Background: an optimization exercise with open tools, aiming at small area and a short achievable clock period. Do not read the settings as production practice.
RTL that was checked went through simulation tests only; none was proved equivalent to the original.
No functional check of the RTL was part of run 1.
Power figures rest on the tool's default switching activity, not on a simulated workload.

`flow/run.sh`:
```
#!/bin/bash
# The standard ORFS layout (standard.sh), with these changes:
#  - ports are buffered with plain buffers instead of delay cells;
#  - the clock tree uses clkbuf_8 leaf clusters and no dummy loads;
#  - timing repair aims below the period (SETUP_SLACK_MARGIN).
# Every tool's output stays in orfs/logs; make's output goes to flow_make.log.
set -u
source flow/settings.sh
bash standard.sh \
  BUFFER_PORTS_ARGS="-buffer_cell $PORT_BUF" \
  CTS_ARGS="-sink_clustering_enable -repair_clock_nets -dont_use_dummy_load -sink_clustering_size $CTS_SIZE -sink_clustering_max_diameter $CTS_DIAM -buf_list $CTS_BUF" \
  SETUP_SLACK_MARGIN="$SETUP_MARGIN" \
  finish > flow_make.log 2>&1
```
`flow/settings.sh`:
```
PORT_BUF=sky130_fd_sc_hd__buf_2
CTS_SIZE=20
CTS_DIAM=50
CTS_BUF=sky130_fd_sc_hd__clkbuf_8
SETUP_MARGIN=0.5
```
`standard.sh`:
```
#!/bin/bash
# synth_recipe.tcl (not shown) runs the flow's synth.tcl, then flattens the netlist and writes it again
# the make line also repeats each setting of config.mk as NAME=value (left out here)
make -C /OpenROAD-flow-scripts/flow DESIGN_CONFIG=/design/flow/config.mk WORK_HOME=/design/flow/orfs CLKGATE_MAP_FILE= SYNTH_SCRIPT=/design/flow/synth_recipe.tcl "${@:-finish}"
```
`config.mk`:
```
export PLATFORM = sky130hd
export DESIGN_NAME = singlecycle
export DESIGN_NICKNAME = singlecycle
export VERILOG_FILES = /design/flow/design.v
export SDC_FILE = /design/flow/constraint.sdc
export NUM_CORES = 4
export LEC_CHECK = 0
export CAP_MARGIN = 20
export CORE_MARGIN = 2
export CORE_UTILIZATION = 50
export SETUP_SLACK_MARGIN = 0.5
export SLEW_MARGIN = 20
export SYNTH_HIERARCHICAL = 1
```
`constraint.sdc`:
```
create_clock -name core_clock -period 30.0 [get_ports {i_clk}]
set_input_delay 6.0000 -clock core_clock [delete_from_list [all_inputs] [get_ports {i_clk}]]
set_output_delay 6.0000 -clock core_clock [all_outputs]
set_load 0.01 [all_outputs]
```
`design.v`:
```
module add_inc4 (
    input  logic [31:0] a,
    output logic [31:0] y
);
    logic [32:2] c;
    assign y[1:0] = a[1:0];
    assign y[2]   = ~a[2];
    assign c[3]   = a[2];
    for (genvar i = 3; i < 32; i++) begin : g_ha
        cell_ha u (.a(a[i]), .b(c[i]), .s(y[i]), .co(c[i+1]));
    end
endmodule
module add_rip #(
    parameter int N = 8
) (
    input  logic [N-1:0] a,
    input  logic [N-1:0] b,
    input  logic         ci,
    output logic [N-1:0] s,
    output logic         co
);
    logic [N:0] c;
    assign c[0] = ci;
    for (genvar i = 0; i < N; i++) begin : g_fa
        cell_fa u (.a(a[i]), .b(b[i]), .c(c[i]), .s(s[i]), .co(c[i+1]));
    end
    assign co = c[N];
endmodule
module add_csel #(
    parameter int NB = 4,
    parameter int W  = 8
) (
    input  logic [NB*W-1:0] a,
    input  logic [NB*W-1:0] b,
    input  logic            ci,
    output logic [NB*W-1:0] s,
    output logic            co
);
    logic [NB:0] c;
    assign c[0] = ci;
    add_rip #(.N(W)) u_lo (.a(a[W-1:0]), .b(b[W-1:0]), .ci(ci), .s(s[W-1:0]), .co(c[1]));
    for (genvar k = 1; k < NB; k++) begin : g_blk
        logic [W-1:0] s0, s1;
        logic         c0, c1;
        add_rip #(.N(W)) u0 (.a(a[k*W +: W]), .b(b[k*W +: W]), .ci(1'b0), .s(s0), .co(c0));
        add_rip #(.N(W)) u1 (.a(a[k*W +: W]), .b(b[k*W +: W]), .ci(1'b1), .s(s1), .co(c1));
        assign s[k*W +: W] = c[k] ? s1 : s0;
        assign c[k+1]      = c[k] ? c1 : c0;
    end
    assign co = c[NB];
endmodule
module add_mem (
    input  logic [31:0] a,
    input  logic [11:0] b,
    output logic [31:0] y,
    output logic        ram
);
    logic [14:0] bl;
    logic [15:0] lo;
    logic        s, c15, up;
    logic [31:15] d, ab, flip;
    assign s  = b[11];
    assign bl = {{3{s}}, b};
    assign lo = {1'b0, a[14:0]} + {1'b0, bl};
    assign c15 = lo[15];
    assign y[14:0] = lo[14:0];
    assign up = c15 ^ s;
    assign d  = s ? ~a[31:15] : a[31:15];
    always_comb begin
        flip[15] = 1'b1;
        for (int i = 16; i < 32; i++) flip[i] = flip[i-1] & d[i-1];
    end
    assign y[31:15] = a[31:15] ^ (flip & {17{up}});
    always_comb begin
        for (int i = 16; i < 32; i++) ab[i] = (a[i] ^ s) ~^ (a[i-1] | s);
        ab[15] = (a[15] ^ s) ~^ c15;
    end
    assign ram = &ab;
endmodule
module shift_r (
    input  logic [31:0] a,
    input  logic        right,
    input  logic        fill,
    input  logic [4:0]  s,
    output logic [31:0] y
);
    logic [5:0][31:0] x;    
    logic [5:0]       f;
    for (genvar i = 0; i < 32; i++) begin : g_rev
        cell_mux2i u (.a0(a[31-i]), .a1(a[i]), .s(right), .y(x[0][i]));
    end
    assign f[0] = ~fill;
    for (genvar k = 0; k < 5; k++) begin : g_st
        localparam int SH = 16 >> k;
        if (k > 0) begin : g_f
            assign f[k] = ~f[k-1];
        end
        for (genvar i = 0; i < 32; i++) begin : g_b
            cell_mux2i u (.a0(x[k][i]), .a1((i + SH < 32) ? x[k][(i + SH) % 32] : f[k]),
                          .s(s[4-k]), .y(x[k+1][i]));
        end
    end
    assign y = x[5];
endmodule
module andor #(
    parameter int N = 3
) (
    input  logic [N-1:0] d,
    input  logic [N-1:0] s,
    output logic         y
);
    localparam int G = N / 3;
    localparam int R = N % 3;
    localparam int T = G + (R != 0 ? 1 : 0);
    logic [T-1:0] t;
    for (genvar g = 0; g < G; g++) begin : g_aoi
        cell_aoi222 u (.a1(d[3*g]), .a2(s[3*g]), .b1(d[3*g+1]), .b2(s[3*g+1]),
                       .c1(d[3*g+2]), .c2(s[3*g+2]), .y(t[g]));
    end
    if (R == 2) begin : g_r2
        cell_aoi22 u (.a1(d[3*G]), .a2(s[3*G]), .b1(d[3*G+1]), .b2(s[3*G+1]), .y(t[G]));
    end else if (R == 1) begin : g_r1
        assign t[G] = ~(d[3*G] & s[3*G]);
    end
    assign y = ~(&t);
endmodule
module cell_aoi222 (
    input  logic a1, a2, b1, b2, c1, c2,
    output logic y
);
    assign y = ~((a1 & a2) | (b1 & b2) | (c1 & c2));
endmodule
module cell_aoi22 (
    input  logic a1, a2, b1, b2,
    output logic y
);
    assign y = ~((a1 & a2) | (b1 & b2));
endmodule
module cell_mux2i (
    input  logic a0, a1, s,
    output logic y
);
    assign y = ~(s ? a1 : a0);
endmodule
module cell_fa (
    input  logic a, b, c,
    output logic s, co
);
    assign s  = a ^ b ^ c;
    assign co = (a & b) | (c & (a ^ b));
endmodule
module cell_ha (
    input  logic a, b,
    output logic s, co
);
    assign s  = a ^ b;
    assign co = a & b;
endmodule
module rf_rdbit #(
    parameter bit EXTRA = 1'b0
) (
    input  logic [31:1] d,
    input  logic [31:1] s,
    input  logic        d0,
    input  logic        s0,
    output logic        y
);
    logic [10:0] t;
    for (genvar g = 0; g < 10; g++) begin : g_aoi
        cell_aoi222 u (.a1(d[3*g+1]), .a2(s[3*g+1]), .b1(d[3*g+2]), .b2(s[3*g+2]),
                       .c1(d[3*g+3]), .c2(s[3*g+3]), .y(t[g]));
    end
    if (EXTRA) begin : g_x
        cell_aoi22 u (.a1(d[31]), .a2(s[31]), .b1(d0), .b2(s0), .y(t[10]));
    end else begin : g_n
        assign t[10] = ~(d[31] & s[31]);
    end
    assign y = ~(&t[3:0]) | ~(&t[7:4]) | ~(&t[10:8]);
endmodule
module singlecycle (
    input  logic        i_clk,
    input  logic        i_reset,
    input  logic [31:0] i_io_sw,
    output logic [31:0] o_io_lcd,
    output logic [31:0] o_io_ledg,
    output logic [31:0] o_io_ledr,
    output logic [6:0]  o_io_hex0,
    output logic [6:0]  o_io_hex1,
    output logic [6:0]  o_io_hex2,
    output logic [6:0]  o_io_hex3,
    output logic [6:0]  o_io_hex4,
    output logic [6:0]  o_io_hex5,
    output logic [6:0]  o_io_hex6,
    output logic [6:0]  o_io_hex7,
    output logic [31:0] o_pc_debug,
    output logic [31:0] o_imem_addr,
    input  logic [31:0] i_imem_data,
    output logic [12:0] o_dmem_addr,
    output logic [31:0] o_dmem_wdata,
    output logic [3:0]  o_dmem_be,
    output logic        o_dmem_we,
    input  logic [31:0] i_dmem_rdata
);
    logic [31:0] ins;
    logic [4:0]  opc;
    logic [2:0]  f3;
    logic        b30;
    assign ins = i_imem_data;
    assign opc = ins[6:2];
    assign f3  = ins[14:12];
    assign b30 = ins[30];
    logic is_op, is_opimm, is_lui, is_auipc, is_jal, is_jalr, is_br, is_load, is_store, is_alu;
    assign is_op    = (opc == 5'b01100);
    assign is_opimm = (opc == 5'b00100);
    assign is_lui   = (opc == 5'b01101);
    assign is_auipc = (opc == 5'b00101);
    assign is_jal   = (opc == 5'b11011);
    assign is_jalr  = (opc == 5'b11001);
    assign is_br    = (opc == 5'b11000);
    assign is_load  = (opc == 5'b00000);
    assign is_store = (opc == 5'b01000);
    assign is_alu   = is_op | is_opimm;
    logic [31:0] imm_i, imm_s, imm_b, imm_j, imm_u;
    assign imm_i = {{20{ins[31]}}, ins[31:20]};
    assign imm_s = {{20{ins[31]}}, ins[31:25], ins[11:7]};
    assign imm_b = {{20{ins[31]}}, ins[7], ins[30:25], ins[11:8], 1'b0};
    assign imm_j = {{12{ins[31]}}, ins[19:12], ins[20], ins[30:21], 1'b0};
    assign imm_u = {ins[31:12], 12'b0};
    logic [31:1][31:0] rf;
    logic [31:1]       rf_v;
    logic [31:1]       sel1, sel2, wsel;
    logic [31:0]       rs1, rs2, wb;
    logic              rd_we;
    assign rd_we = ~i_reset & (is_alu | is_lui | is_auipc | is_jal | is_jalr | is_load);
    logic [31:0][31:1] rf_t;    
    always_comb begin
        for (int i = 1; i < 32; i++) begin
            sel1[i] = (ins[19:15] == i[4:0]) & rf_v[i];
            sel2[i] = (ins[24:20] == i[4:0]) & rf_v[i] & ~is_opimm & ~i_reset;
            wsel[i] = (ins[11:7]  == i[4:0]) & rd_we;
            for (int b = 0; b < 32; b++) rf_t[b][i] = rf[i][b];
        end
    end
    for (genvar b = 0; b < 32; b++) begin : g_rd
        rf_rdbit #(.EXTRA(1'b0)) u_rs1 (.d(rf_t[b]), .s(sel1), .d0(1'b0), .s0(1'b0), .y(rs1[b]));
        rf_rdbit #(.EXTRA(1'b1)) u_rs2 (.d(rf_t[b]), .s(sel2), .d0(imm_i[b]), .s0(is_opimm & ~i_reset), .y(rs2[b]));
    end
    always_ff @(posedge i_clk) begin
        for (int i = 1; i < 32; i++)
            if (wsel[i]) rf[i] <= wb;
    end
    always_ff @(posedge i_clk) begin
        if (i_reset) rf_v <= '0;
        else         rf_v <= rf_v | wsel;
    end
    logic [31:0] pc, pc4, tgt, maddr, opb, addsub;
    logic [32:0] diff;
    logic        sub;
    add_inc4 u_pc4 (.a(pc), .y(pc4));
    logic tgt_co, sub_co;
    add_csel #(.NB(2), .W(16)) u_tgt (.a(pc), .b(is_jal ? imm_j : is_auipc ? imm_u : imm_b), .ci(1'b0),
                                      .s(tgt), .co(tgt_co));
    logic is_ram;
    add_mem  u_mem (.a(rs1), .b((~ins[6] & ins[5]) ? imm_s[11:0] : imm_i[11:0]), .y(maddr), .ram(is_ram));
    assign opb = rs2;    
    assign sub = is_br | (f3 == 3'b010) | (f3 == 3'b011) | (is_op & b30);
    add_csel #(.NB(4), .W(8)) u_sub (.a(rs1), .b(opb ^ {32{sub}}), .ci(sub), .s(diff[31:0]), .co(diff[32]));
    assign addsub = diff[31:0];
    logic [31:0] lx, la;
    assign lx = rs1 ^ opb;
    assign la = rs1 & opb;
    logic ltu, lts, eq, brc;
    assign ltu = ~diff[32];
    assign lts = ltu ^ rs1[31] ^ opb[31];
    assign eq  = ~|lx;
    always_comb begin
        case (f3)
            3'b000:  brc = eq;
            3'b001:  brc = ~eq;
            3'b100:  brc = lts;
            3'b101:  brc = ~lts;
            3'b110:  brc = ltu;
            3'b111:  brc = ~ltu;
            default: brc = 1'b0;
        endcase
    end
    logic [31:0] sh_r;
    shift_r u_sh (.a(rs1), .right(f3[2]), .fill(f3[2] & b30 & rs1[31]), .s(opb[4:0]), .y(sh_r));
    logic is_ledr, is_ledg, is_hex03, is_hex47, is_lcd, is_sw;
    assign is_ledr  = (maddr[31:12] == 20'h10000);
    assign is_ledg  = (maddr[31:12] == 20'h10001);
    assign is_hex03 = (maddr[31:12] == 20'h10002);
    assign is_hex47 = (maddr[31:12] == 20'h10003);
    assign is_lcd   = (maddr[31:12] == 20'h10004);
    assign is_sw    = (maddr[31:12] == 20'h10010);
    logic acc_word, acc_half, acc_byte, misal, st_ok;
    assign acc_word = f3[1];
    assign acc_half = ~f3[1] & f3[0];
    assign acc_byte = ~f3[1] & ~f3[0];
    assign misal    = (acc_word & (maddr[1] | maddr[0])) | (acc_half & maddr[0]);
    assign st_ok    = is_store & ~i_reset & ~misal & ~f3[2] & ~(f3[1] & f3[0]);
    logic [3:0]  st_be;
    logic [31:0] st_data;
    always_comb begin
        if (f3[1])      st_be = 4'b1111;
        else if (f3[0]) st_be = maddr[1] ? 4'b1100 : 4'b0011;
        else            st_be = 4'b0001 << maddr[1:0];
        st_data[7:0]   = rs2[7:0];
        st_data[15:8]  = (f3[1:0] == 2'b00) ? rs2[7:0] : rs2[15:8];
        st_data[23:16] = f3[1] ? rs2[23:16] : rs2[7:0];
        st_data[31:24] = f3[1] ? rs2[31:24] : f3[0] ? rs2[15:8] : rs2[7:0];
    end
    assign o_dmem_addr  = maddr[14:2];
    assign o_dmem_wdata = st_data;
    assign o_dmem_be    = st_be;
    assign o_dmem_we    = st_ok & is_ram;
    logic [31:0] ledr, ledg, lcd;
    logic [6:0]  hex [0:7];
    logic [31:0] io_d, rs2_z;    
    logic [3:0]  hex_en_lo, hex_en_hi;
    logic        ledr_en, ledg_en, lcd_en;
    assign io_d    = st_data;
    assign rs2_z   = rs2;
    assign ledr_en = i_reset | (st_ok & is_ledr);
    assign ledg_en = i_reset | (st_ok & is_ledg);
    assign lcd_en  = i_reset | (st_ok & is_lcd);
    for (genvar k = 0; k < 4; k++) begin : g_hex_en
        assign hex_en_lo[k] = i_reset | (st_ok & is_hex03 & st_be[k]);
        assign hex_en_hi[k] = i_reset | (st_ok & is_hex47 & st_be[k]);
    end
    always_ff @(posedge i_clk) begin
        if (ledr_en) ledr <= rs2_z;
        if (ledg_en) ledg <= rs2_z;
        if (lcd_en)  lcd  <= rs2_z;
        for (int k = 0; k < 4; k++) begin
            if (hex_en_lo[k]) hex[k]   <= io_d[8*k +: 7];
            if (hex_en_hi[k]) hex[k+4] <= io_d[8*k +: 7];
        end
    end
    assign o_io_ledr = ledr;
    assign o_io_ledg = ledg;
    assign o_io_lcd  = lcd;
    assign o_io_hex0 = hex[0];
    assign o_io_hex1 = hex[1];
    assign o_io_hex2 = hex[2];
    assign o_io_hex3 = hex[3];
    assign o_io_hex4 = hex[4];
    assign o_io_hex5 = hex[5];
    assign o_io_hex6 = hex[6];
    assign o_io_hex7 = hex[7];
    logic [31:0] hex_lo, hex_hi;
    assign hex_lo = {1'b0, hex[3], 1'b0, hex[2], 1'b0, hex[1], 1'b0, hex[0]};
    assign hex_hi = {1'b0, hex[7], 1'b0, hex[6], 1'b0, hex[5], 1'b0, hex[4]};
    logic ld_ok, ld_ram;
    assign ld_ok  = is_load & ~misal;
    assign ld_ram = ld_ok & is_ram;
    logic s_l0, s_l1, s_l2, s_l3, s_m0, s_m1, s_w, s_x8, s_x16;
    logic sgn;
    assign s_l0 = ld_ram & (acc_word | (acc_half & ~maddr[1]) | (acc_byte & maddr[1:0] == 2'b00));
    assign s_l1 = ld_ram & acc_byte & (maddr[1:0] == 2'b01);
    assign s_l2 = ld_ram & ((acc_half & maddr[1]) | (acc_byte & maddr[1:0] == 2'b10));
    assign s_l3 = ld_ram & acc_byte & (maddr[1:0] == 2'b11);
    assign s_m0 = ld_ram & (acc_word | (acc_half & ~maddr[1]));
    assign s_m1 = ld_ram & acc_half & maddr[1];
    assign s_w  = ld_ram & acc_word;
    always_comb begin
        if (acc_half) sgn = maddr[1] ? i_dmem_rdata[31] : i_dmem_rdata[15];
        else case (maddr[1:0])
            2'b00:   sgn = i_dmem_rdata[7];
            2'b01:   sgn = i_dmem_rdata[15];
            2'b10:   sgn = i_dmem_rdata[23];
            default: sgn = i_dmem_rdata[31];
        endcase
    end
    assign s_x8  = ld_ram & acc_byte & ~f3[2];
    assign s_x16 = ld_ram & (acc_byte | acc_half) & ~f3[2];
    logic s_ledr, s_ledg, s_lcd, s_sw, s_hlo, s_hhi;
    assign s_ledr = ld_ok & is_ledr;
    assign s_ledg = ld_ok & is_ledg;
    assign s_lcd  = ld_ok & is_lcd;
    assign s_sw   = ld_ok & is_sw;
    assign s_hlo  = ld_ok & is_hex03;
    assign s_hhi  = ld_ok & is_hex47;
    logic s_add, s_shr, s_shl, s_xo, s_ao, s_slt, s_sltu, s_pc4, s_auipc, s_lui;
    assign s_add   = is_alu & (f3 == 3'b000);
    assign s_shr   = is_alu & (f3 == 3'b101);
    assign s_shl   = is_alu & (f3 == 3'b001);
    assign s_xo    = is_alu & (f3 == 3'b100 || f3 == 3'b110);
    assign s_ao    = is_alu & (f3 == 3'b111 || f3 == 3'b110);
    assign s_slt   = is_alu & (f3 == 3'b010);
    assign s_sltu  = is_alu & (f3 == 3'b011);
    assign s_pc4   = is_jal | is_jalr;
    assign s_auipc = is_auipc;
    assign s_lui   = is_lui;
    for (genvar b = 0; b < 32; b++) begin : g_wb
        localparam int NB = (b == 0) ? 16 : (b < 8) ? 14 : (b < 12) ? 13 :
                            (b < 16) ? 14 : 13;
        logic [NB-1:0] d, s;
        if (b == 0) begin : g0
            assign d = {lts, ltu, i_dmem_rdata[24], i_dmem_rdata[16], i_dmem_rdata[8], i_dmem_rdata[0],
                        hex_hi[b], hex_lo[b], i_io_sw[b], lcd[b], ledg[b], ledr[b],
                        tgt[b], pc4[b], lx[b], la[b]};
            assign s = {s_slt, s_sltu, s_l3, s_l2, s_l1, s_l0,
                        s_hhi, s_hlo, s_sw, s_lcd, s_ledg, s_ledr,
                        s_auipc, s_pc4, s_xo, s_ao};
        end else if (b < 8) begin : g1
            assign d = {i_dmem_rdata[b+24], i_dmem_rdata[b+16], i_dmem_rdata[b+8], i_dmem_rdata[b],
                        hex_hi[b], hex_lo[b], i_io_sw[b], lcd[b], ledg[b], ledr[b],
                        tgt[b], pc4[b], lx[b], la[b]};
            assign s = {s_l3, s_l2, s_l1, s_l0,
                        s_hhi, s_hlo, s_sw, s_lcd, s_ledg, s_ledr,
                        s_auipc, s_pc4, s_xo, s_ao};
        end else if (b < 16) begin : g2
            if (b < 12) begin : g2a
                assign d = {sgn, i_dmem_rdata[b+16], i_dmem_rdata[b],
                            hex_hi[b], hex_lo[b], i_io_sw[b], lcd[b], ledg[b], ledr[b],
                            tgt[b], pc4[b], lx[b], la[b]};
                assign s = {s_x8, s_m1, s_m0,
                            s_hhi, s_hlo, s_sw, s_lcd, s_ledg, s_ledr,
                            s_auipc, s_pc4, s_xo, s_ao};
            end else begin : g2b
                assign d = {ins[b], sgn, i_dmem_rdata[b+16], i_dmem_rdata[b],
                            hex_hi[b], hex_lo[b], i_io_sw[b], lcd[b], ledg[b], ledr[b],
                            tgt[b], pc4[b], lx[b], la[b]};
                assign s = {s_lui, s_x8, s_m1, s_m0,
                            s_hhi, s_hlo, s_sw, s_lcd, s_ledg, s_ledr,
                            s_auipc, s_pc4, s_xo, s_ao};
            end
        end else begin : g3
            assign d = {ins[b], sgn, i_dmem_rdata[b],
                        hex_hi[b], hex_lo[b], i_io_sw[b], lcd[b], ledg[b], ledr[b],
                        tgt[b], pc4[b], lx[b], la[b]};
            assign s = {s_lui, s_x16, s_w,
                        s_hhi, s_hlo, s_sw, s_lcd, s_ledg, s_ledr,
                        s_auipc, s_pc4, s_xo, s_ao};
        end
        andor #(.N(NB + 3)) u_wb (.d({addsub[b], sh_r[b], sh_r[31-b], d}), .s({s_add, s_shr, s_shl, s}), .y(wb[b]));
    end
    logic s_pjalr, s_ptgt, s_pinc;
    assign s_pjalr = ~i_reset & is_jalr;
    assign s_ptgt  = ~i_reset & (is_jal | (is_br & brc));
    assign s_pinc  = ~i_reset & ~is_jalr & ~(is_jal | (is_br & brc));
    logic [31:0] pc_next_n;
    for (genvar b = 0; b < 32; b++) begin : g_pcn
        cell_aoi222 u (.a1(maddr[b]), .a2(s_pjalr), .b1(tgt[b]), .b2(s_ptgt),
                       .c1(pc4[b]), .c2(s_pinc), .y(pc_next_n[b]));
    end
    always_ff @(posedge i_clk) begin
        pc         <= ~pc_next_n;
        o_pc_debug <= pc;
    end
    assign o_imem_addr = pc;
endmodule
```
==> summary.md, run 1 <==
| Metric | Value |
|---|---|
| DRT iter0 DRCs | `10200` |
| Layout Utilization | `55.03%` |
| Critical Path Source Type | `input pin` |
| Outcome | `timing/DRC/antenna clean` |
| Fin worst setup slack | `11.89 ns` |
| Critical Path Start | `i_imem_data[19]` |
| Max FO, Critical Path | `32` |
| Via count | `44290` |
| Cell Area, Synth | `58770 um2` |
| Largest net degree at the start of global routing | `44` |
| RePlAce Congestion | `1.004` |
| Yosys Warn Count | `9` |
| Final period utilization | `60.36%` |
| Fill count | `9498` |
| Setup_tns | `0 ns` |
| Clock Pin Slew Worst Setup and Hold Paths | `0.06 ns` |
| R2r setup slk | `20.43 ns` |
| Power Density | `45.59 nW/um2` |
| Pre-CTS WS | `12.33 ns` |
| Tmin final | `18.11 ns` |
| CTS sink count | `1239` |
| Row count | `125` |
| HP Class | `reg -> reg` |
| Initial antenna violation count | `11` |
| Worst EP required | `24.00 ns` |
| Fmax | `55.23 MHz` |
| CTS tree | `built` |
| Die width | `346.8 um` |
| Slew headroom | `11.61%` |
| Clock Tree Root | `clkbuf_8` |
| P_int | `2.260 mW` |
| Sw Ratio | `22.58%` |
| Worst hold slack | `0.3975 ns` |
| Post-CTS setup buffers | `0` |
| H-tree levels | `3` |
| Final Slew Violations | `0` |
| GRT overflow | `0` |
| Worst-Skew Late Latency | `0.86 ns` |
| RSZ-0062 raised after global routing | `no` |
| Critical Path AT | `12.11 ns` |
| Share of cells above drive strength 1 | `20.34%` |
| Leak pwr | `23.39 nW` |
| Setup violators final | `0` |
| Critical path capture point type | `output pin` |
| All-layer global routing usage | `37.90%` |
| P_sw | `659.1 uW` |
| DRC | `0` |
| Clock Power Share | `29.9%` |
| Port bufs | `361` |
| Starting Density | `50.50%` |
| Worst Skew | `0.1135 ns` |
| Total CTS buffers | `112` |
| Die area | `120300 um2` |
| Cts repair resizes | `0` |
| Post-DP HPWL | `154800 um` |
| Post-Synthesis Cells | `3746` |
| WS Path Type | `in -> out` |
| Area growth syn-to-layout | `8.965%` |
| Final ANT Viol Nets | `0` |
| Combinational power share | `5.3%` |
| Initial DRT Pass Iterations | `15` |
| Core area | `116400 um2` |
| Via-to-Cell Ratio | `7.774` |
| Sequential power share | `64.8%` |
| Synthesized area per cell | `15.69 um2` |
| Hold Vio Cnt, Final | `0` |
| Post-DR wirelength/cell | `41.34 um` |
| Worst R2R Start | `rf_v[1]` |
| Die H | `346.8 um` |
| Number of global-route vias before repair | `42210` |
| CTS max path bufs | `3` |
| Cts hold-fix bufs | `0` |
| Slew of the pin with the lowest slew margin | `1.326 ns` |
| HP Start | `pc[15]` |
| Routed WL | `235500 um` |
| Total power | `2.919 mW` |
| Layout net count | `4461` |
| VDD IR-drop max | `0.03517 mV` |
| Ports | `364` |
| Max_cap viols | `0` |
| First-pass GRT wire length | `322700 um` |
## sequential cells by signal, summed over array words and instances, names as in the netlist
| signal | flops |
|---|---|
| rf_v | 31 |
| rf | 992 |
| lcd | 32 |
| hex | 56 |
| ledg | 32 |
| pc | 32 |
| o_pc_debug | 32 |
| ledr | 32 |
## metal layers
layer	up-vias	track usage, %	part of all wire [%]
met5	-	0	0.050
met4	4	19.81	6.0
met2	3733	58.91	45
met1	22260	48.03	35
li1	17640	-	-
met3	654	11.33	14
## power groups by stage
stage	Clock, mW	Combinational, mW	Sequential, mW
5_1_grt	0.933	0.162	1.89
4_1_cts	0.875	0.150	1.89
3_5_place_dp	0	0.149	1.93
2_1_floorplan	0	0.0892	1.93
6_report	0.872	0.155	1.89
3_3_place_gp	0	0.147	1.93
## path summary, 6_finish.rpt
kind / endpoint / cells past startpoint
worst max-delay path: o_dmem_we / 18
worst min-delay path: o_pc_debug[15] / 0
worst max register to register: pc[15] / 24
worst min register to register: o_pc_debug[15] / 0
## cell usage in the layout (no fill, tap or decap), types with 79 or more instances in the layout
cell type,instances
mux2i_1,201
nand4_1,153
buf_4,172
nand2_1,84
edfxtp_1,1144
ha_1,92
a222oi_1,833
dfxtp_1,95
and3_1,79
buf_2,361
clkbuf_8,112
fa_1,105
## critical path, stage by stage
cell and delay, ns:
buf_2 0.37, nor2b_1 0.25, nor2b_1 0.21, and3_1 0.21
buf_4 0.25, a222oi_1 0.63, nand4_1 0.53, a2111o_1 0.73
ha_1 0.52, nand3_1 0.12, a211oi_2 0.26, o31ai_2 0.16
a22oi_4 0.46, xor2_1 0.12, nor3_1 0.78, inv_1 0.10
nor2_1 0.19, buf_2 0.17
## final cells by class
class | count | area [um2] | share of cell area (%)
Multi-Input combinational cell | 2211 | 20930 | 32.68
Tap cell | 1524 | 1907 | 2.978
Timing Repair Buffer | 535 | 3133 | 4.893
Antenna cell | 9 | 22.52 | 0.03517
Sequential cell | 1239 | 36250 | 56.62
Inverter | 67 | 251.5 | 0.3927
Clock buffer | 112 | 1541 | 2.407
## per-stage QoR
| stage | instances | cell area [um2] |
|---|---|---|
| final | 5697 | 64040 |
| after detailed placement | 5575 | 62440 |
| after global placement | 5574 | 62420 |
| after floorplan | 3759 | 58820 |
| after CTS | 5687 | 63980 |
| after global routing | 5694 | 64030 |
==> run 2, diff against run 1 <==
--- a/design.v
+++ b/design.v
@@ -262,4 +262,5 @@
                                       .s(tgt), .co(tgt_co));
-    logic is_ram;
-    add_mem  u_mem (.a(rs1), .b((~ins[6] & ins[5]) ? imm_s[11:0] : imm_i[11:0]), .y(maddr), .ram(is_ram));
+    logic is_ram, ram_we;
+    add_mem  u_mem (.a(rs1), .b((~ins[6] & ins[5]) ? imm_s[11:0] : imm_i[11:0]), .y(maddr), .ram(ram_we));
+    assign is_ram = (maddr[31:15] == 17'd0);
     assign opb = rs2;    
@@ -315,3 +316,3 @@
     assign o_dmem_be    = st_be;
-    assign o_dmem_we    = st_ok & is_ram;
+    assign o_dmem_we    = st_ok & ram_we;
     logic [31:0] ledr, ledg, lcd;
--- a/flow/run.sh
+++ b/flow/run.sh
@@ -4,3 +4,3 @@
 #  - the clock tree uses clkbuf_8 leaf clusters and no dummy loads;
-#  - timing repair aims below the period (SETUP_SLACK_MARGIN).
+#  - timing repair aims below the period (SETUP_SLACK_MARGIN in settings.sh).
 # Every tool's output stays in orfs/logs; make's output goes to flow_make.log.
==> flow/settings.sh (replaced) <==
PORT_BUF=sky130_fd_sc_hd__buf_2
CTS_SIZE=20
CTS_DIAM=50
CTS_BUF=sky130_fd_sc_hd__clkbuf_8
SETUP_MARGIN=12.5
--- a/config.mk
+++ b/config.mk
@@ -9,3 +9,3 @@
 export CORE_MARGIN = 2
-export CORE_UTILIZATION = 50
+export CORE_UTILIZATION = 60
 export SETUP_SLACK_MARGIN = 0.5
==> summary.md, run 2 <==
| Metric | Value |
|---|---|
| Cts hold-fix bufs | `0` |
| RSZ-0062 raised after global routing | `no` |
| Fmax | `57.33 MHz` |
| Cell Area, Synth | `58680 um2` |
| GRT overflow | `0` |
| Via-to-Cell Ratio | `8.401` |
| Leak pwr | `22.49 nW` |
| Power Density | `45.81 nW/um2` |
| Worst R2R Start | `rf_v[13]` |
| DRC | `0` |
| Post-DR wirelength/cell | `42.54 um` |
| Area growth syn-to-layout | `8.469%` |
| Critical Path AT | `11.44 ns` |
| CTS sink count | `1239` |
| Commonest non-fill, non-tap cell in the layout | `edfxtp_1` |
| Total CTS buffers | `109` |
| Largest register by flop count | `rf` |
| Worst Skew | `0.1094 ns` |
| H-tree levels | `3` |
| Setup violators final | `0` |
| Number of global-route vias before repair | `43650` |
| R2R cell count | `22` |
| Clock Pin Slew Worst Setup and Hold Paths | `0.10 ns` |
| Hold Vio Cnt, Final | `0` |
| CTS max path bufs | `3` |
| Core area | `96850 um2` |
| Initial antenna violation count | `8` |
| Layout net count | `4481` |
| Final period utilization | `58.14%` |
| Die width | `316.7 um` |
| Worst-Skew Late Latency | `0.86 ns` |
| First-pass GRT wire length | `319200 um` |
| R2R Path End | `rf[480]` |
| Synthesized area per cell | `15.54 um2` |
| Tmin final | `17.44 ns` |
| Die H | `316.7 um` |
| Worst EP required | `24.00 ns` |
| Fill count | `6837` |
| CTS tree | `built` |
| Port bufs | `361` |
| Slew headroom | `20.11%` |
| HP Start | `pc[14]` |
| All-layer global routing usage | `45.24%` |
| R2r setup slk | `20.25 ns` |
| WHS Path Cells | `0` |
| Post-DP HPWL | `153900 um` |
| Initial DRT Pass Iterations | `22` |
| Routed WL | `232800 um` |
| Max FO, Critical Path | `32` |
| Hold Path Sink | `o_pc_debug[14]` |
| Max_cap viols | `0` |
| Post-CTS setup buffers | `0` |
| Slew of the pin with the lowest slew margin | `1.196 ns` |
| Yosys Warn Count | `9` |
| Max reg flops | `992` |
| Die area | `100300 um2` |
| Via count | `45960` |
| DRT iter0 DRCs | `12550` |
| Setup_tns | `0 ns` |
| RePlAce Congestion | `1.008` |
| Critical Path Source Type | `input pin` |
| Ports | `364` |
| Largest net degree at the start of global routing | `52` |
| Final ANT Viol Nets | `0` |
| Post-Synthesis Cells | `3776` |
| Starting Density | `60.59%` |
| Outcome | `timing/DRC/antenna clean` |
| Layout Utilization | `65.72%` |
| Final Slew Violations | `0` |
| Top flop regs | `rf (992), hex (56)` |
| Most frequent cells in the layout | `edfxtp_1, a222oi_1, buf_2, mux2i_1` |
| Clock Tree Root | `clkbuf_8` |
| HP Class | `reg -> reg` |
| VDD IR-drop max | `0.05665 mV` |
| Critical path capture point type | `output pin` |
| Share of cells above drive strength 1 | `19.86%` |
| WS Path Type | `in -> out` |
| Row count | `114` |
run 2: cell types whose count changed in the layout (fill, tap and decap cells not counted), sizes merged, moves of 5 or more:
cell,delta
o2bb2ai,-31
nor3,+9
a21o,-11
and4,-5
o22ai,+31
or2,-10
nand2,+25
inv,+30
buf,-13
nor2,-5
nor3b,+6
run 2: worst max-delay path by stage:
stage                          from                to  slack, ns  cells past startpoint
finish              i_imem_data[15]   o_dmem_addr[12]      12.56                     18
global placement    i_imem_data[16]   o_dmem_addr[12]      12.51                     18
floorplan            i_imem_data[6]             pc[0]      13.23                     25
detailed placement  i_imem_data[19]   o_dmem_addr[12]      12.42                     18
global route        i_imem_data[16]   o_dmem_addr[11]      12.51                     16
CTS                         i_reset  o_dmem_wdata[26]      12.56                     14
run 2: through the flow:
stage / cell area, um2 / setup slack, ns / instances / power, mW / hold WS [ns]
3_5_place_dp: 61990 / 12.42 / 5345 / 2.093 / 0.4199
4_1_cts: 63500 / 12.56 / 5454 / 2.904 / 0.3763
3_3_place_gp: 61970 / 12.51 / 5343 / 2.086 / 0.4075
6_report: 63650 / 12.56 / 5471 / 2.915 / 0.3782
5_1_grt: 63640 / 12.51 / 5466 / 2.973 / 0.3833
2_1_floorplan: 58730 / 13.23 / 3789 / 2.025 / 0.4278
run 2: timing repair:
action,4_1_cts,5_1_grt
pin swaps,0,2
endpoints found under the setup margin,1,3
gates cloned,0,0
resized for setup,2,3
run 2: cell type report:
cell class / instances / area, um2 / share of cell area [%]
inverter: 96 / 360.3 / 0.5661
clock buffer: 109 / 1500 / 2.357
timing repair buffer: 522 / 3045 / 4.785
antenna: 11 / 27.53 / 0.04325
multi-input combinational: 2218 / 20870 / 32.78
tap: 1276 / 1597 / 2.508
sequential: 1239 / 36250 / 56.96
run 2: per-layer routing:
layer | GRT usage (%) | part of all wire, % | vias to the layer above | routed length (um)
li1 | - | - | 17680 | -
met1 | 56.69 | 33 | 22540 | 75730
met2 | 69.89 | 44 | 4791 | 103200
met3 | 16.60 | 17 | 941 | 38880
met4 | 22.27 | 6.4 | 8 | 14890
met5 | 0 | 0.021 | - | 50
run 2: power by group:
| part | switching (mW) | internal (mW) | total (mW) |
|---|---|---|---|
| Sequential | 0.0104 | 1.89 | 1.90 |
| Combinational | 0.116 | 0.0508 | 0.166 |
| Clock | 0.532 | 0.321 | 0.853 |
run 2: worst max-delay path: stages:
cell      delay, ns
buf_2          0.36
nor3b_1        0.70
and3_1         0.28
buf_4          0.48
a222oi_1       0.22
nand4_1        0.18
a2111o_1       0.49
ha_1           0.29
inv_1          0.07
fa_1           0.41
nor2b_1        0.14
o21a_1         0.14
o21ai_1        0.14
a21boi_0       0.35
o21ai_0        0.17
a21oi_1        0.26
xor2_2         0.48
buf_2          0.24
==> run 3, diff against run 2 <==
--- a/design.v
+++ b/design.v
@@ -113,4 +113,3 @@
     localparam int R = N % 3;
-    localparam int T = G + (R != 0 ? 1 : 0);
-    logic [T-1:0] t;
+    logic [G-1:0] t;
     for (genvar g = 0; g < G; g++) begin : g_aoi
@@ -119,8 +118,8 @@
     end
-    if (R == 2) begin : g_r2
-        cell_aoi22 u (.a1(d[3*G]), .a2(s[3*G]), .b1(d[3*G+1]), .b2(s[3*G+1]), .y(t[G]));
-    end else if (R == 1) begin : g_r1
-        assign t[G] = ~(d[3*G] & s[3*G]);
+    logic [R:0] r;
+    assign r[0] = 1'b1;
+    for (genvar k = 0; k < R; k++) begin : g_r
+        assign r[k+1] = ~(d[3*G+k] & s[3*G+k]);
     end
-    assign y = ~(&t);
+    assign y = ~((&t) & (&r));
 endmodule
@@ -172,8 +171,6 @@
     end
-    if (EXTRA) begin : g_x
-        cell_aoi22 u (.a1(d[31]), .a2(s[31]), .b1(d0), .b2(s0), .y(t[10]));
-    end else begin : g_n
-        assign t[10] = ~(d[31] & s[31]);
-    end
-    assign y = ~(&t[3:0]) | ~(&t[7:4]) | ~(&t[10:8]);
+    logic x;
+    assign t[10] = ~(d[31] & s[31]);
+    assign x     = EXTRA ? ~(d0 & s0) : 1'b1;
+    assign y = ~(&t[3:0]) | ~(&t[7:4]) | ~(&t[10:8] & x);
 endmodule
@@ -396,4 +393,4 @@
     for (genvar b = 0; b < 32; b++) begin : g_wb
-        localparam int NB = (b == 0) ? 16 : (b < 8) ? 14 : (b < 12) ? 13 :
-                            (b < 16) ? 14 : 13;
+        localparam int NB = (b == 0) ? 14 : (b < 8) ? 12 : (b < 12) ? 11 :
+                            (b < 16) ? 12 : 11;
         logic [NB-1:0] d, s;
@@ -401,6 +398,6 @@
             assign d = {lts, ltu, i_dmem_rdata[24], i_dmem_rdata[16], i_dmem_rdata[8], i_dmem_rdata[0],
-                        hex_hi[b], hex_lo[b], i_io_sw[b], lcd[b], ledg[b], ledr[b],
+                        i_io_sw[b], lcd[b], ledg[b], ledr[b],
                         tgt[b], pc4[b], lx[b], la[b]};
             assign s = {s_slt, s_sltu, s_l3, s_l2, s_l1, s_l0,
-                        s_hhi, s_hlo, s_sw, s_lcd, s_ledg, s_ledr,
+                        s_sw, s_lcd, s_ledg, s_ledr,
                         s_auipc, s_pc4, s_xo, s_ao};
@@ -408,6 +405,6 @@
             assign d = {i_dmem_rdata[b+24], i_dmem_rdata[b+16], i_dmem_rdata[b+8], i_dmem_rdata[b],
-                        hex_hi[b], hex_lo[b], i_io_sw[b], lcd[b], ledg[b], ledr[b],
+                        i_io_sw[b], lcd[b], ledg[b], ledr[b],
                         tgt[b], pc4[b], lx[b], la[b]};
             assign s = {s_l3, s_l2, s_l1, s_l0,
-                        s_hhi, s_hlo, s_sw, s_lcd, s_ledg, s_ledr,
+                        s_sw, s_lcd, s_ledg, s_ledr,
                         s_auipc, s_pc4, s_xo, s_ao};
@@ -416,6 +413,6 @@
                 assign d = {sgn, i_dmem_rdata[b+16], i_dmem_rdata[b],
-                            hex_hi[b], hex_lo[b], i_io_sw[b], lcd[b], ledg[b], ledr[b],
+                            i_io_sw[b], lcd[b], ledg[b], ledr[b],
                             tgt[b], pc4[b], lx[b], la[b]};
                 assign s = {s_x8, s_m1, s_m0,
-                            s_hhi, s_hlo, s_sw, s_lcd, s_ledg, s_ledr,
+                            s_sw, s_lcd, s_ledg, s_ledr,
                             s_auipc, s_pc4, s_xo, s_ao};
@@ -423,6 +420,6 @@
                 assign d = {ins[b], sgn, i_dmem_rdata[b+16], i_dmem_rdata[b],
-                            hex_hi[b], hex_lo[b], i_io_sw[b], lcd[b], ledg[b], ledr[b],
+                            i_io_sw[b], lcd[b], ledg[b], ledr[b],
                             tgt[b], pc4[b], lx[b], la[b]};
                 assign s = {s_lui, s_x8, s_m1, s_m0,
-                            s_hhi, s_hlo, s_sw, s_lcd, s_ledg, s_ledr,
+                            s_sw, s_lcd, s_ledg, s_ledr,
                             s_auipc, s_pc4, s_xo, s_ao};
@@ -431,9 +428,15 @@
             assign d = {ins[b], sgn, i_dmem_rdata[b],
-                        hex_hi[b], hex_lo[b], i_io_sw[b], lcd[b], ledg[b], ledr[b],
+                        i_io_sw[b], lcd[b], ledg[b], ledr[b],
                         tgt[b], pc4[b], lx[b], la[b]};
             assign s = {s_lui, s_x16, s_w,
-                        s_hhi, s_hlo, s_sw, s_lcd, s_ledg, s_ledr,
+                        s_sw, s_lcd, s_ledg, s_ledr,
                         s_auipc, s_pc4, s_xo, s_ao};
         end
-        andor #(.N(NB + 3)) u_wb (.d({addsub[b], sh_r[b], sh_r[31-b], d}), .s({s_add, s_shr, s_shl, s}), .y(wb[b]));
+        if (b % 8 != 7) begin : g_hx
+            andor #(.N(NB + 5)) u_wb (.d({addsub[b], sh_r[b], sh_r[31-b], hex_hi[b], hex_lo[b], d}),
+                                      .s({s_add, s_shr, s_shl, s_hhi, s_hlo, s}), .y(wb[b]));
+        end else begin : g_nhx
+            andor #(.N(NB + 3)) u_wb (.d({addsub[b], sh_r[b], sh_r[31-b], d}),
+                                      .s({s_add, s_shr, s_shl, s}), .y(wb[b]));
+        end
     end
==> flow/settings.sh (replaced) <==
PORT_BUF=sky130_fd_sc_hd__buf_2
CTS_SIZE=16
CTS_DIAM=40
CTS_BUF=sky130_fd_sc_hd__clkbuf_8
SETUP_MARGIN=0.5
--- a/config.mk
+++ b/config.mk
@@ -9,3 +9,3 @@
 export CORE_MARGIN = 2
-export CORE_UTILIZATION = 60
+export CORE_UTILIZATION = 55
 export SETUP_SLACK_MARGIN = 0.5
==> summary.md, run 3 <==
| Metric | Value |
|---|---|
| Max reg flops | `992` |
| P_sw | `693.5 uW` |
| Number of global-route vias before repair | `44270` |
| Row count | `119` |
| Most frequent cells in the layout | `edfxtp_1, a222oi_1, buf_2, mux2i_1, buf_4` |
| Max_cap viols | `0` |
| Ports | `364` |
| RSZ-0062 raised after global routing | `no` |
| Initial DRT Pass Iterations | `22` |
| Final Slew Violations | `0` |
| Outcome | `timing/DRC/antenna clean` |
| Worst hold slack | `0.4080 ns` |
| HP Class | `reg -> reg` |
| CTS sink count | `1239` |
| Hold Vio Cnt, Final | `0` |
| Tmin final | `17.91 ns` |
| Final ANT Viol Nets | `0` |
| Cts hold-fix bufs | `0` |
| Fmax | `55.85 MHz` |
| Post-CTS setup buffers | `0` |
| Worst EP required | `24.00 ns` |
| Total CTS buffers | `150` |
| Critical-path top delay cell | `a222oi_1` |
| Core area | `105000 um2` |
| P_int | `2.380 mW` |
| Share of cells above drive strength 1 | `20.43%` |
| Top flop regs | `rf (992), hex (56)` |
| Post-DR wirelength/cell | `44.56 um` |
| Critical Path Source Type | `input pin` |
| Largest net degree at the start of global routing | `52` |
| Worst Skew | `0.09670 ns` |
| GRT overflow | `0` |
| Largest register by flop count | `rf` |
| CP Buf/Inv Count | `3` |
| Critical Path AT | `11.91 ns` |
| Die width | `329.0 um` |
| Yosys Warn Count | `9` |
| Post-DP HPWL | `166200 um` |
| Die H | `329.0 um` |
| Commonest non-fill, non-tap cell in the layout | `edfxtp_1` |
| Initial antenna violation count | `16` |
| Starting Density | `55.33%` |
| Final period utilization | `59.69%` |
| H-tree levels | `4` |
| Die area | `108200 um2` |
| Clock Power Share | `32.6%` |
| Combinational power share | `5.6%` |
| All-layer global routing usage | `45.15%` |
| Power Density | `47.84 nW/um2` |
| Via-to-Cell Ratio | `8.248` |
| Clock Pin Slew Worst Setup and Hold Paths | `0.07 ns` |
| Via count | `46390` |
| WS Path Type | `in -> out` |
| Setup violators final | `0` |
| First-pass GRT wire length | `337600 um` |
| DRC | `0` |
| CTS max path bufs | `3` |
| Cts repair resizes | `0` |
| Slew headroom | `11.64%` |
| Synthesized area per cell | `15.65 um2` |
| Sw Ratio | `22.56%` |
| DRT iter0 DRCs | `12870` |
| Clock Tree Root | `clkbuf_8` |
| Routed WL | `250700 um` |
| Max FO, Critical Path | `32` |
| Layout net count | `4526` |
| CTS tree | `built` |
| Family with the most delay on the worst path | `compound AO/OA/AOI/OAI gates` |
| VDD IR-drop max | `0.05055 mV` |
| Post-Synthesis Cells | `3711` |
| Leak pwr | `23.05 nW` |
| Cell Area, Synth | `58080 um2` |
| Layout Utilization | `61.20%` |
| RePlAce Congestion | `1.059` |
| Critical path capture point type | `output pin` |
| Worst stage delay on the critical path | `0.93 ns` |
| Cell chain of the critical path | `buf_2 -> and3_1 -> and3_1 -> buf_4 -> a222oi_1 -> nand2_1 -> a2111o_1 -> ha_1 -> a2111oi_2 -> o21ai_1 -> a211oi_2 -> o21ai_0 -> a31oi_1 -> xnor2_1 -> nor3_1 -> and2_1 -> buf_2` |
| Setup_tns | `0 ns` |
| Area growth syn-to-layout | `10.61%` |
| Port bufs | `361` |
| Worst-Skew Late Latency | `0.89 ns` |
| Slew of the pin with the lowest slew margin | `1.325 ns` |
| Sequential power share | `61.8%` |
==> run 3: final timing paths <==
check / cells after the start / start / endpoint / slack [ns]
setup / recovery: 17 / i_imem_data[15] / o_dmem_we / 12.09
hold reg to reg: 0 / pc[7] / o_pc_debug[7] / 0.41
setup reg to reg: 24 / rf_v[19] / pc[0] / 20.02
hold / removal: 0 / pc[7] / o_pc_debug[7] / 0.41
==> run 3: power groups by stage <==
stage | Clock (mW) | Combinational (mW) | Sequential (mW)
floorplan | 0 | 0.0864 | 1.93
global route | 1.07 | 0.177 | 1.90
finish | 1.00 | 0.172 | 1.90
CTS | 1.00 | 0.164 | 1.90
global placement | 0 | 0.158 | 1.94
detailed placement | 0 | 0.163 | 1.94
==> run 3: final cells by class <==
type / count / area, um2
diodes: 5 / 12.51
repair buffers: 541 / 3193
multi-input cells: 2204 / 20620
fillers: 8008 / 40730
well taps: 1391 / 1740
flip-flops and latches: 1239 / 36250
clock buffers: 150 / 2064
inverters: 95 / 356.6
==> run 3: metrics by stage <==
step / power [mW] / setup WS (ns) / instance area [um2] / cells
4_1_cts: 3.067 / 12.46 / 64140 / 5614
2_1_floorplan: 2.021 / 13.89 / 58100 / 3716
6_report: 3.074 / 12.09 / 64240 / 5625
3_3_place_gp: 2.093 / 12.54 / 62030 / 5459
3_5_place_dp: 2.099 / 12.50 / 62080 / 5464
5_1_grt: 3.145 / 12.12 / 64230 / 5622
==> run 3: layer usage <==
layer | wire length [um] | up-vias | GRT usage, % | share of wire, %
met5 | 100 | - | 0.3043 | 0.040
met4 | 18680 | 16 | 28.08 | 7.5
met3 | 39130 | 965 | 15.71 | 16
met2 | 111600 | 4682 | 69.41 | 45
met1 | 81120 | 22970 | 54.77 | 32
li1 | - | 17770 | - | -
==> run 4, diff against run 3 <==
==> flow/settings.sh (replaced) <==
PORT_BUF=sky130_fd_sc_hd__buf_2
CTS_SIZE=16
CTS_DIAM=60
CTS_BUF=sky130_fd_sc_hd__clkbuf_8
SETUP_MARGIN=14
--- a/config.mk
+++ b/config.mk
@@ -9,3 +9,3 @@
 export CORE_MARGIN = 2
-export CORE_UTILIZATION = 55
+export CORE_UTILIZATION = 60
 export SETUP_SLACK_MARGIN = 0.5
==> summary.md, run 4 <==
| Metric | Value |
|---|---|
| Fill count | `6494` |
| Worst-Skew Late Latency | `0.87 ns` |
| Final Slew Violations | `0` |
| Number of global-route vias before repair | `45610` |
| Most frequent cells in the layout | `edfxtp_1, a222oi_1, buf_2, mux2i_1, buf_4` |
| WS Path Type | `in -> out` |
| Commonest non-fill, non-tap cell in the layout | `edfxtp_1` |
| Max reg flops | `992` |
| Largest register by flop count | `rf` |
| Synthesized area per cell | `15.65 um2` |
| Tmin final | `16.43 ns` |
| Setup_tns | `0 ns` |
| Hold Path Sink | `o_pc_debug[6]` |
| Critical Path Source Type | `input pin` |
| CTS tree | `built` |
| Yosys Warn Count | `9` |
| Worst R2R Start | `rf_v[7]` |
| Critical path capture point type | `output pin` |
| Slew headroom | `8.931%` |
| HP Start | `pc[6]` |
| Die H | `315.1 um` |
| Post-Synthesis Cells | `3711` |
| Power Density | `44.62 nW/um2` |
| Die area | `99300 um2` |
| All-layer global routing usage | `50.47%` |
| Cell Area, Synth | `58080 um2` |
| Finished Layout Cells | `5563` |
| Max_cap viols | `0` |
| Critical Path AT | `10.43 ns` |
| Worst Skew | `0.1102 ns` |
| Largest net degree at the start of global routing | `52` |
| GRT overflow | `0` |
| Leak pwr | `23.51 nW` |
| First-pass GRT wire length | `347700 um` |
| Final ANT Viol Nets | `0` |
| RSZ-0062 raised after global routing | `yes` |
| Post-DR wirelength/cell | `46.93 um` |
| CTS sink count | `1239` |
| Total CTS buffers | `101` |
| Hold Vio Cnt, Final | `0` |
| Ports | `364` |
| CTS max path bufs | `3` |
| R2R cell count | `24` |
| Die width | `315.1 um` |
| Port bufs | `361` |
| R2r setup slk | `20.08 ns` |
| Area growth syn-to-layout | `12.70%` |
| Critical Path Start | `i_imem_data[18]` |
| Placed cell area | `61900 um2` |
| H-tree levels | `3` |
| Max FO, Critical Path | `16` |
| VDD IR-drop max | `0.05432 mV` |
| Placed insts | `5343` |
| Slew of the pin with the lowest slew margin | `1.366 ns` |
| Post-DP HPWL | `166300 um` |
| Layout Utilization | `67.98%` |
| WHS Path Cells | `0` |
| R2R Path End | `rf[910]` |
| Via count | `48440` |
| Clock Tree Root | `clkbuf_8` |
| Layout net count | `4576` |
| Fmax | `60.87 MHz` |
| Final period utilization | `54.76%` |
| DRT iter0 DRCs | `14600` |
| Worst hold slack | `0.4159 ns` |
| Top flop regs | `rf (992), hex (56)` |
| Row count | `114` |
| Setup violators final | `0` |
| Core area | `96280 um2` |
| Starting Density | `60.32%` |
| Initial antenna violation count | `22` |
| Initial DRT Pass Iterations | `19` |
| RePlAce Congestion | `1.017` |
| Worst EP required | `24.00 ns` |
| Outcome | `timing/DRC/antenna clean` |
| Share of cells above drive strength 1 | `23.00%` |
| Clock Pin Slew Worst Setup and Hold Paths | `0.10 ns` |
| HP Class | `reg -> reg` |
| Via-to-Cell Ratio | `8.707` |
| DRC | `0` |
| Fin area | `65450 um2` |
| Routed WL | `261100 um` |
## run 4: worst max-delay path by stage
| stage | end | slack (ns) | cells past startpoint |
|---|---|---|---|
| 5_1_grt | o_dmem_we | 13.58 | 17 |
| 4_1_cts | o_dmem_we | 13.77 | 17 |
| 6_report | o_dmem_we | 13.57 | 17 |
| 3_3_place_gp | o_dmem_we | 12.61 | 17 |
| 2_1_floorplan | o_dmem_we | 14.34 | 14 |
| 3_5_place_dp | o_dmem_we | 12.65 | 17 |
## run 4: per-stage QoR
| stage | setup WS, ns | power [mW] |
|---|---|---|
| after global routing | 13.58 | 2.971 |
| after detailed placement | 12.65 | 2.101 |
| after floorplan | 14.34 | 2.021 |
| after CTS | 13.77 | 2.888 |
| final | 13.57 | 2.920 |
| after global placement | 12.61 | 2.095 |
## run 4: critical path, cell delays in order
cell	delay, ns
buf_4	0.18
and2_4	0.22
and3_4	0.21
buf_12	0.16
a222oi_1	0.52
nand4_1	0.38
a2111o_2	0.64
ha_4	0.30
a2111oi_4	0.33
o21ai_2	0.14
a211oi_4	0.39
o21ai_2	0.12
a31oi_4	0.26
xnor2_2	0.09
nor3_2	0.15
and2_4	0.20
buf_6	0.10
## run 4: power by group
part | switching [mW] | internal [mW] | total [mW]
combinational | 0.126 | 0.0586 | 0.185
clock | 0.538 | 0.299 | 0.837
sequential | 0.0127 | 1.89 | 1.90
total | 0.677 | 2.24 | 2.92
## run 4: layer usage
metal  vias to the layer above  GRT usage [%]  share of wire (%)
li1                      17890              -                  -
met1                     23290          60.56                 30
met2                      5749          74.94                 42
met3                      1481          21.11                 18
met4                        28          32.73                9.6
met5                         -          1.161               0.19
## run 4: area by class of cell
class	instances	area (um2)	area share (%)
Timing Repair Buffer	633	4644	7.096
Clock buffer	101	1390	2.124
Inverter	95	356.6	0.5448
Multi-Input combinational cell	2211	21190	32.37
Tap cell	1276	1597	2.439
Antenna cell	8	20.02	0.03059
Sequential cell	1239	36250	55.39
## run 4: what timing repair did
action / in CTS / in global routing
endpoints found under the hold margin: 0 / 0
setup buffers: 36 / 43
gates resized for setup: 157 / 55
gates cloned: 13 / 7
hold buffers: 0 / 0
pin swaps: 66 / 42
endpoints found under the setup margin: 49 / 42
==> run 5, diff against run 4 <==
==> flow/settings.sh (replaced) <==
PORT_BUF=sky130_fd_sc_hd__buf_2
CTS_SIZE=16
CTS_DIAM=60
CTS_BUF=sky130_fd_sc_hd__clkbuf_8
SETUP_MARGIN=13.5
==> summary.md, run 5 <==
| Metric | Value |
|---|---|
| Setup_tns | `0 ns` |
| Number of global-route vias before repair | `43350` |
| Die width | `315.1 um` |
| Outcome | `timing/DRC/antenna clean` |
| Die area | `99300 um2` |
| Setup violators final | `0` |
| RSZ-0062 raised after global routing | `yes` |
| Power Density | `45.27 nW/um2` |
| CTS max path bufs | `3` |
| Post-DR wirelength/cell | `44.06 um` |
| Fmax | `59.99 MHz` |
| Tmin final | `16.67 ns` |
| Top flop regs | `rf (992), hex (56)` |
| Yosys Warn Count | `9` |
| Slew of the pin with the lowest slew margin | `1.308 ns` |
| Port bufs | `361` |
| First-pass GRT wire length | `326000 um` |
| Initial DRT Pass Iterations | `22` |
| Hold Vio Cnt, Final | `0` |
| DRT iter0 DRCs | `13180` |
| CP Buf/Inv Count | `5` |
| Largest net degree at the start of global routing | `52` |
| Crit-path most repeated cell | `buf_12` |
| Critical Path AT | `10.67 ns` |
| Via-to-Cell Ratio | `8.449` |
| WS Path Type | `in -> out` |
| Critical path capture point type | `output pin` |
| Post-Synthesis Cells | `3711` |
| Max FO, Critical Path | `19` |
| Routed WL | `241200 um` |
| Worst EP required | `24.00 ns` |
| Core area | `96280 um2` |
| Critical-path top delay cell | `a222oi_1` |
| RePlAce Congestion | `1.034` |
| Share of cells above drive strength 1 | `20.72%` |
| GRT overflow | `0` |
| Row count | `114` |
| Commonest non-fill, non-tap cell in the layout | `edfxtp_1` |
| Worst stage delay on the critical path | `1.02 ns` |
| Total CTS buffers | `99` |
| WHS Path Cells | `0` |
| Crit path depth | `19` |
| Fill count | `6848` |
| Slew headroom | `12.81%` |
| Clock Tree Root | `clkbuf_8` |
| Worst-Skew Late Latency | `0.83 ns` |
| Layout net count | `4486` |
| Area growth syn-to-layout | `10.01%` |
| Leak pwr | `22.82 nW` |
| Clock Pin Slew Worst Setup and Hold Paths | `0.08 ns` |
| VDD IR-drop max | `0.04940 mV` |
| Die H | `315.1 um` |
| Cell chain of the critical path | `buf_6 -> and3_4 -> and3_1 -> buf_12 -> buf_12 -> a222oi_1 -> nand2_1 -> a2111o_2 -> ha_4 -> nand4_1 -> a21oi_2 -> a211oi_2 -> buf_4 -> o21ai_4 -> a31oi_4 -> xnor2_2 -> nor3_2 -> and2_4 -> buf_2` |
| CTS sink count | `1239` |
| Cell Area, Synth | `58080 um2` |
| DRC | `0` |
| Via count | `46250` |
| Finished Layout Cells | `5474` |
| Post-DP HPWL | `162000 um` |
| R2R cell count | `24` |
| Cts hold-fix bufs | `0` |
| All-layer global routing usage | `47.04%` |
| Synthesized area per cell | `15.65 um2` |
| Family with the most delay on the worst path | `compound AO/OA/AOI/OAI gates` |
| Most frequent cells in the layout | `edfxtp_1, a222oi_1, buf_2, mux2i_1, nand4_1` |
| Final Slew Violations | `0` |
| Ports | `364` |
| Largest register by flop count | `rf` |
| HP Class | `reg -> reg` |
| Final ANT Viol Nets | `0` |
| Max_cap viols | `0` |
| Placed insts | `5341` |
| Worst Skew | `0.09408 ns` |
| Initial antenna violation count | `12` |
| Critical Path Source Type | `input pin` |
| Final period utilization | `55.57%` |
| H-tree levels | `3` |
| CTS tree | `built` |
| Starting Density | `60.32%` |
| Max reg flops | `992` |
-- run 5: cell type report --
class                           instances  area (um2)  share of cell area, %
Sequential cell                      1239       36250                  56.74
Antenna cell                            9       22.52                0.03525
Timing Repair Buffer                  551        3425                  5.360
Tap cell                             1276        1597                  2.499
Inverter                               95       356.6                 0.5581
Clock buffer                           99        1363                  2.133
Multi-Input combinational cell       2205       20880                  32.67
-- run 5: metrics by stage --
stage	utilization [%]	power (mW)	setup slack, ns	cell area [um2]	hold slack, ns
2_1_floorplan	-	2.021	13.89	58100	0.4278
6_report	66.36	2.893	13.33	63890	0.4142
5_1_grt	66.34	2.955	13.35	63870	0.4140
3_3_place_gp	64.23	2.091	12.59	61840	0.3974
4_1_cts	65.87	2.877	13.33	63420	0.4056
3_5_place_dp	64.26	2.097	12.62	61870	0.4094
-- run 5: final timing paths --
check	slack [ns]	start	endpoint
worst min register to register	0.41	pc[8]	o_pc_debug[8]
worst max register to register	20.17	rf_v[4]	pc[6]
worst min-delay path	0.41	pc[8]	o_pc_debug[8]
worst max-delay path	13.33	i_imem_data[15]	o_dmem_we
-- run 5: routing by layer --
metal / part of all wire (%) / global-route usage, %
met1: 32 / 57.48
met2: 44 / 72.14
met3: 17 / 16.82
met4: 7.9 / 27.95
met5: 0.033 / 0
-- run 5: what timing repair did --
action,CTS,global route
gates cloned,0,1
pin swaps,11,35
endpoints found under the setup margin,10,12
buffers inserted,3,16
resized for setup,51,54
-- run 5: power by group --
| part | switching, mW | internal (mW) |
|---|---|---|
| registers | 0.0124 | 1.89 |
| clock network | 0.528 | 0.293 |
| logic | 0.120 | 0.0526 |
| total | 0.661 | 2.23 |
==> run 6, diff against run 5 <==
--- a/design.v
+++ b/design.v
@@ -52,3 +52,3 @@
 module add_mem (
-    input  logic [31:0] a,
+    input  logic [31:0] a_n,    
     input  logic [11:0] b,
@@ -57,4 +57,6 @@
 );
+    logic [31:0] a;
     logic [14:0] bl;
     logic [15:0] lo;
+    assign a = ~a_n;
     logic        s, c15, up;
@@ -176,2 +178,17 @@
 endmodule
+module rf_rdbit2 (
+    input  logic [31:1] d,
+    input  logic [31:1] s,
+    output logic        y,
+    output logic        yn
+);
+    logic [10:0] t;
+    for (genvar g = 0; g < 10; g++) begin : g_aoi
+        cell_aoi222 u (.a1(d[3*g+1]), .a2(s[3*g+1]), .b1(d[3*g+2]), .b2(s[3*g+2]),
+                       .c1(d[3*g+3]), .c2(s[3*g+3]), .y(t[g]));
+    end
+    assign t[10] = ~(d[31] & s[31]);
+    assign yn = &t;
+    assign y  = ~yn;
+endmodule
 module singlecycle (
@@ -228,3 +245,3 @@
     logic [31:1]       sel1, sel2, wsel;
-    logic [31:0]       rs1, rs2, wb;
+    logic [31:0]       rs1, rs1_n, rs2, wb;
     logic              rd_we;
@@ -241,3 +258,3 @@
     for (genvar b = 0; b < 32; b++) begin : g_rd
-        rf_rdbit #(.EXTRA(1'b0)) u_rs1 (.d(rf_t[b]), .s(sel1), .d0(1'b0), .s0(1'b0), .y(rs1[b]));
+        rf_rdbit2 u_rs1 (.d(rf_t[b]), .s(sel1), .y(rs1[b]), .yn(rs1_n[b]));
         rf_rdbit #(.EXTRA(1'b1)) u_rs2 (.d(rf_t[b]), .s(sel2), .d0(imm_i[b]), .s0(is_opimm & ~i_reset), .y(rs2[b]));
@@ -260,3 +277,3 @@
     logic is_ram, ram_we;
-    add_mem  u_mem (.a(rs1), .b((~ins[6] & ins[5]) ? imm_s[11:0] : imm_i[11:0]), .y(maddr), .ram(ram_we));
+    add_mem  u_mem (.a_n(rs1_n), .b((~ins[6] & ins[5]) ? imm_s[11:0] : imm_i[11:0]), .y(maddr), .ram(ram_we));
     assign is_ram = (maddr[31:15] == 17'd0);
==> flow/settings.sh (replaced) <==
PORT_BUF=sky130_fd_sc_hd__buf_2
CTS_SIZE=16
CTS_DIAM=60
CTS_BUF=sky130_fd_sc_hd__clkbuf_8
SETUP_MARGIN=14
==> summary.md, run 6 <==
| Metric | Value |
|---|---|
| Outcome | `timing/DRC/antenna clean` |
| Area growth syn-to-layout | `13.07%` |
| VDD IR-drop max | `0.05345 mV` |
| Ports | `364` |
| Max FO, Critical Path | `5` |
| Fin area | `66350 um2` |
| Share of cells above drive strength 1 | `24.38%` |
| Number of global-route vias before repair | `45730` |
| Clock Pin Slew Worst Setup and Hold Paths | `0.09 ns` |
| Clock Tree Root | `clkbuf_8` |
| Die width | `316.7 um` |
| Cell Area, Synth | `58680 um2` |
| Layout Utilization | `68.51%` |
| Combinational power share | `6.3%` |
| R2r setup slk | `20.20 ns` |
| P_sw | `685.2 uW` |
| Top flop regs | `rf (992), hex (56)` |
| Sw Ratio | `23.38%` |
| Post-DR wirelength/cell | `47.63 um` |
| Final ANT Viol Nets | `0` |
| Port bufs | `361` |
| Tmin final | `16.68 ns` |
| Post-DP HPWL | `180300 um` |
| Largest register by flop count | `rf` |
| Largest net degree at the start of global routing | `53` |
| Slew of the pin with the lowest slew margin | `1.479 ns` |
| Fmax | `59.97 MHz` |
| Most frequent cells in the layout | `edfxtp_1, a222oi_1, buf_2, buf_4, mux2i_1` |
| RePlAce Congestion | `1.075` |
| Slew headroom | `1.423%` |
| Worst-Skew Late Latency | `0.87 ns` |
| GRT overflow | `0` |
| Worst EP required | `24.00 ns` |
| Synthesized area per cell | `15.64 um2` |
| CTS max path bufs | `3` |
| Hold Vio Cnt, Final | `0` |
| Max reg flops | `992` |
| Row count | `114` |
| CTS sink count | `1239` |
| HP Class | `reg -> reg` |
| First-pass GRT wire length | `358300 um` |
| H-tree levels | `3` |
| Yosys Warn Count | `9` |
| Routed WL | `268400 um` |
| Via-to-Cell Ratio | `8.787` |
| Final period utilization | `55.58%` |
| Placed cell area | `62590 um2` |
| Setup violators final | `0` |
| All-layer global routing usage | `52.06%` |
| Power Density | `44.17 nW/um2` |
| Worst Skew | `0.1456 ns` |
| Critical Path AT | `10.68 ns` |
| Critical Path Source Type | `input pin` |
| Initial antenna violation count | `32` |
| Layout net count | `4636` |
| Clock Power Share | `28.9%` |
| Die area | `100300 um2` |
| Die H | `316.7 um` |
| WS Path Type | `in -> out` |
| Total CTS buffers | `102` |
| Post-Synthesis Cells | `3752` |
| RSZ-0062 raised after global routing | `yes` |
| Leak pwr | `23.88 nW` |
| Initial DRT Pass Iterations | `15` |
| Via count | `49520` |
| Starting Density | `60.59%` |
| DRC | `0` |
| CTS tree | `built` |
| Setup_tns | `0 ns` |
| Final Slew Violations | `0` |
| Critical path capture point type | `output pin` |
| Core area | `96850 um2` |
| Max_cap viols | `0` |
| P_int | `2.245 mW` |
| Commonest non-fill, non-tap cell in the layout | `edfxtp_1` |
| DRT iter0 DRCs | `14760` |
| Sequential power share | `64.8%` |
## run 6: path summary, 6_finish.rpt
check	from	endpoint	cells past startpoint
max	i_imem_data[15]	o_dmem_we	19
min	pc[12]	o_pc_debug[12]	0
max reg2reg	rf_v[19]	pc[5]	25
min reg2reg	pc[12]	o_pc_debug[12]	0
## run 6: cell type report
| type | count | area (um2) |
|---|---|---|
| flip-flops and latches | 1239 | 36250 |
| fillers | 6481 | 30500 |
| multi-input cells | 2249 | 22120 |
| repair buffers | 659 | 4583 |
| well taps | 1276 | 1597 |
| clock buffers | 102 | 1404 |
| inverters | 90 | 341.6 |
| diodes | 20 | 50.05 |
## run 6: critical path: stages
cell and delay [ns]:
buf_16 0.14, and3_4 0.19, and3_4 0.20, buf_12 0.15, buf_8 0.13, a222oi_1 1.03, nand2_1 0.14, buf_4 0.21
a2111oi_4 0.51, inv_1 0.17, ha_4 0.20, a21o_1 0.18, nand4b_1 0.24, o22ai_4 0.28, o311ai_4 0.14, xor2_1 0.19
nor3_2 0.23, and2_1 0.19, buf_2 0.13
## run 6: repair_timing
action,CTS,global route
gates cloned,7,3
hold buffers,0,0
gates resized for setup,180,63
setup buffers,64,31
endpoints found under the setup margin,46,72
pin swaps,121,31
## run 6: through the flow
| stage | std cells | worst slack (ns) | hold WS [ns] | power, mW |
|---|---|---|---|---|
| 3_3_place_gp | 5392 | 12.49 | 0.3957 | 2.094 |
| 4_1_cts | 5568 | 13.71 | 0.3981 | 2.898 |
| 6_report | 5635 | 13.32 | 0.4050 | 2.930 |
| 2_1_floorplan | 3757 | 14.35 | 0.4278 | 2.021 |
| 5_1_grt | 5619 | 13.46 | 0.3987 | 2.973 |
| 3_5_place_dp | 5395 | 12.42 | 0.4108 | 2.099 |
## run 6: metal layers
layer,wire (um),global-route usage [%]
met1,82860,64.37
met2,105400,70.05
met3,57720,31.36
met4,21850,29.43
met5,542,2.462
## run 6: power groups by stage
stage | clock network [mW] | logic, mW | registers [mW]
after floorplan | 0 | 0.0872 | 1.93
after global placement | 0 | 0.158 | 1.94
after global routing | 0.887 | 0.188 | 1.90
final | 0.847 | 0.185 | 1.90
after detailed placement | 0 | 0.163 | 1.94
after CTS | 0.830 | 0.170 | 1.90

-- afterwards: timing with drivers on the ports --
The flow's constraints put no driver on any port. The routed layouts listed below were extracted and timed again, unchanged, in two steps. Step 1, drivers: a clkbuf_16 drives i_clk and a buf_2 each remaining input, both assumed. Step 2 also shifts input and output timing later by t, the mid clock arrival at the registers, as if the neighbouring blocks saw the same clock. Slacks: ideal / step 1 / step 2; pairs: ideal / step 1.
run	t, ns	setup WS [ns]	worst hold slack (ns)	slew at the worst register clock pin (ns)	worst data-port slew with drivers (ns)
run 1	0.876	11.893 / 11.870 / 11.870	0.397 / 0.397 / 0.397	0.12 / 0.12	0.10
run 2	0.869	12.557 / 12.536 / 12.536	0.378 / 0.378 / 0.378	0.12 / 0.12	0.06
run 3	0.929	12.094 / 12.063 / 12.063	0.408 / 0.408 / 0.408	0.09 / 0.09	0.12
run 4	0.881	13.571 / 13.361 / 13.299	0.416 / 0.416 / 0.416	0.11 / 0.11	0.24
run 5	0.841	13.330 / 13.280 / 13.204	0.414 / 0.414 / 0.414	0.10 / 0.10	0.08
run 6	0.871	13.325 / 13.124 / 13.124	0.405 / 0.405 / 0.405	0.12 / 0.12	0.32
After both steps setup and hold are still met in every run listed. The setup slack of run 4, which loses most, moves by -0.210 ns with the drivers and by -0.272 ns with both steps.
